Context: an optimization exercise on an open-source flow, tuned for small area and a short achievable clock period. The choices shown serve that exercise and are no tape-out recipe. The RTL was checked by simulation tests, not by an equivalence proof against the original design.

// top_convolution
module top_convolution#(parameter int IMG_SIZE = 5)(
    input clk,
    input rst,
    input [23:0] in,
    input [71:0] FILTER,
    output reg [(IMG_SIZE-2)*(IMG_SIZE-2)*9-1:0] OUT);
    logic [71:0] f;
    always_ff @(posedge clk) f <= FILTER;
    wire [8:0] tp00 = {f[7], f[7:0]};
    wire [8:0] tp01 = {f[15], f[15:8]};
    wire [8:0] tp02 = {f[23], f[23:16]};
    wire [8:0] tp10 = {f[31], f[31:24]};
    wire [8:0] tp11 = {f[39], f[39:32]};
    wire [8:0] tp12 = {f[47], f[47:40]};
    wire [8:0] tp20 = {f[55], f[55:48]};
    wire [8:0] tp21 = {f[63], f[63:56]};
    wire [8:0] tp22 = {f[71], f[71:64]};
    wire [7:0] cs_s, cs_c;
    for (genvar i = 0; i < 8; i++) begin : csa
        conv_fa u (.a(in[16+i]), .b(in[8+i]), .c(in[i]), .s(cs_s[i]), .co(cs_c[i]));
    end
    wire [7:0] pp880 = {cs_s[7] ^ cs_c[6], cs_s[6] ^ cs_c[5], cs_s[5] ^ cs_c[4], cs_s[4] ^ cs_c[3], cs_s[3] ^ cs_c[2], cs_s[2] ^ cs_c[1], cs_s[1] ^ cs_c[0], cs_s[0]};
    wire [7:0] gg881 = {cs_s[7] & cs_c[6], cs_s[6] & cs_c[5], cs_s[5] & cs_c[4], cs_s[4] & cs_c[3], cs_s[3] & cs_c[2], cs_s[2] & cs_c[1], cs_s[1] & cs_c[0], 1'b0};
    wire [8:1] cy882;
    conv_carry_ks u882 (.g(gg881), .p(pp880), .c(cy882));
    wire [8:0] sin = {(cs_c[7]) ^ cy882[8], pp880[7:1] ^ cy882[7:1], pp880[0]};
    logic [8:0] s, x1, x2;
    always_ff @(posedge clk) begin
        s <= sin;
        x1 <= s;
        x2 <= x1;
    end
    logic [8:0] r0a, r0b, r0c, d0, r1a, r1b, r1c, d1, r2a, r2b;
    always_ff @(posedge clk) begin
        r0a <= n0a;
        r0b <= n0b;
        r0c <= n0c;
        d0 <= r0c;
        r1a <= n1a;
        r1b <= n1b;
        r1c <= n1c;
        d1 <= r1c;
        r2a <= n2a;
        r2b <= n2b;
    end
    wire p1 = ~(x2[0] & tp00[0]);
    wire p2 = ~(x2[0] & tp00[1]);
    wire p3 = ~(x2[0] & tp00[2]);
    wire p4 = ~(x2[0] & tp00[3]);
    wire p5 = ~(x2[0] & tp00[4]);
  ...
Size: ~1300 cells after synthesis, roughly 180 I/O pins, ~16000 um^2 of cells after synthesis.
export LEC_CHECK = 0
export CAP_MARGIN = 20
export CORE_MARGIN = 2
export CORE_UTILIZATION = 40
export CTS_BUF_LIST = sky130_fd_sc_hd__clkbuf_16
export CTS_CLUSTER_DIAMETER = 60
export CTS_CLUSTER_SIZE = 30
export SLEW_MARGIN = 20
export SYNTH_HIERARCHICAL = 1
export SYNTH_MINIMUM_KEEP_SIZE = 0
create_clock -name core_clock -period 17.0 [get_ports {clk}]
standard.sh (not shown) runs the stock make flow with config.mk's settings and CLKGATE_MAP_FILE= SYNTH_SCRIPT=/design/flow/synth_recipe.tcl, a recipe that flattens the netlist after the stock synthesis.
==> flow/flow/run.sh <==
#!/bin/bash
# Layout flow: the standard ORFS flow (standard.sh, unchanged synthesis)
# with two settings changed: the port buffers are buf_1 cells instead of the
# default choice, and timing repair aims for 12.4 ns of setup slack.
set -euo pipefail
export BUFFER_PORTS_ARGS="-buffer_cell sky130_fd_sc_hd__buf_1"
export SETUP_SLACK_MARGIN=12.4
bash standard.sh > standard_make.log 2>&1
Edit:
--- a/flow/design.v
+++ b/flow/design.v
@@ -28,24 +28,12 @@
     always_ff @(posedge clk) begin
         s <= sin;
         x1 <= s;
         x2 <= x1;
     end
     logic [8:0] r0a, r0b, r0c, d0, r1a, r1b, r1c, d1, r2a, r2b;
-    always_ff @(posedge clk) begin
-        r0a <= n0a;
-        r0b <= n0b;
-        r0c <= n0c;
-        d0 <= r0c;
-        r1a <= n1a;
-        r1b <= n1b;
-        r1c <= n1c;
-        d1 <= r1c;
-        r2a <= n2a;
-        r2b <= n2b;
-    end
     wire p1 = ~(x2[0] & tp00[0]);
     wire p2 = ~(x2[0] & tp00[1]);
     wire p3 = ~(x2[0] & tp00[2]);
     wire p4 = ~(x2[0] & tp00[3]);
     wire p5 = ~(x2[0] & tp00[4]);
     wire p6 = ~(x2[0] & tp00[5]);
@@ -1401,12 +1389,24 @@
     wire x877;
     conv_xo u877 (.a(x876), .b(c860), .y(x877));
     wire x878;
     conv_xo u878 (.a(x877), .b(c861), .y(x878));
     wire w879 = ~x878;
     wire [8:0] res_n = {w879, s861, s852, s844, s837, s831, s827, s823, s820};
+    always_ff @(posedge clk) begin
+        r0a <= n0a;
+        r0b <= n0b;
+        r0c <= n0c;
+        d0 <= r0c;
+        r1a <= n1a;
+        r1b <= n1b;
+        r1c <= n1c;
+        d1 <= r1c;
+        r2a <= n2a;
+        r2b <= n2b;
+    end
     logic [4:0] cnt;
     always_ff @(posedge clk)
         if (rst || cnt == 5'd25) cnt <= 5'd0;
         else cnt <= cnt + 5'd1;
     wire [8:0] dval = rst ? 9'd0 : ~res_n;
     always_ff @(posedge clk)
@@ -1458,33 +1458,6 @@
     assign y = ~(a ^ b);
 endmodule
 module conv_fa(input a, input b, input c, output s, output co);
     assign s = a ^ b ^ c;
     assign co = (a & b) | (a & c) | (b & c);
 endmodule
-module conv_carry(input [7:0] g, input [7:0] p, output [8:1] c);
-    wire [7:0] g1, p1, g2, p2, g3;
-    genvar i;
-    for (i = 0; i < 8; i++) begin : l1
-        if (i >= 1) begin
-            assign g1[i] = g[i] | (p[i] & g[i-1]);
-            assign p1[i] = p[i] & p[i-1];
-        end else begin
-            assign g1[i] = g[i];
-            assign p1[i] = p[i];
-        end
-    end
-    for (i = 0; i < 8; i++) begin : l2
-        if (i >= 2) begin
-            assign g2[i] = g1[i] | (p1[i] & g1[i-2]);
-            assign p2[i] = p1[i] & p1[i-2];
-        end else begin
-            assign g2[i] = g1[i];
-            assign p2[i] = p1[i];
-        end
-    end
-    for (i = 0; i < 8; i++) begin : l3
-        if (i >= 4) assign g3[i] = g2[i] | (p2[i] & g2[i-4]);
-        else assign g3[i] = g2[i];
-    end
-    assign c = g3;
-endmodule
After rerunning: Setup slack degrades by 31 ps; wire length is about the same; hold slack loses 26 ps; die area stays the same; non-clock buffer count stays the same; via count goes up by 1.1%.

==> re-timing with driven ports <==
In the flow no input, the clock included, has a driving cell. The finished layouts below were timed again as built, in two steps.
Step 1 (the two cells are an assumption about what drives the block):
set clk [get_ports {clk}]
set_driving_cell -lib_cell sky130_fd_sc_hd__clkbuf_16 $clk
set_driving_cell -lib_cell sky130_fd_sc_hd__buf_2 [delete_from_list [all_inputs] $clk]
Step 2 also shifts input and output timing later by t, the mid clock arrival at the registers, as if the neighbouring blocks saw the same clock.
Three values: ideal, step 1, step 2; two values: the first two.
| run | shift t [ns] | slack for setup (ns) | worst register clock-pin slew, ns |
|---|---|---|---|
| the first run | 0.613 | 12.432 / 12.379 / 11.885 | 0.10 / 0.10 |
| the second run | 0.614 | 12.401 / 12.350 / 11.904 | 0.10 / 0.10 |
After both steps setup and hold are still met in every run listed. The setup slack of the first run, which loses most, moves by -0.053 ns with the drivers and by -0.547 ns with both steps.
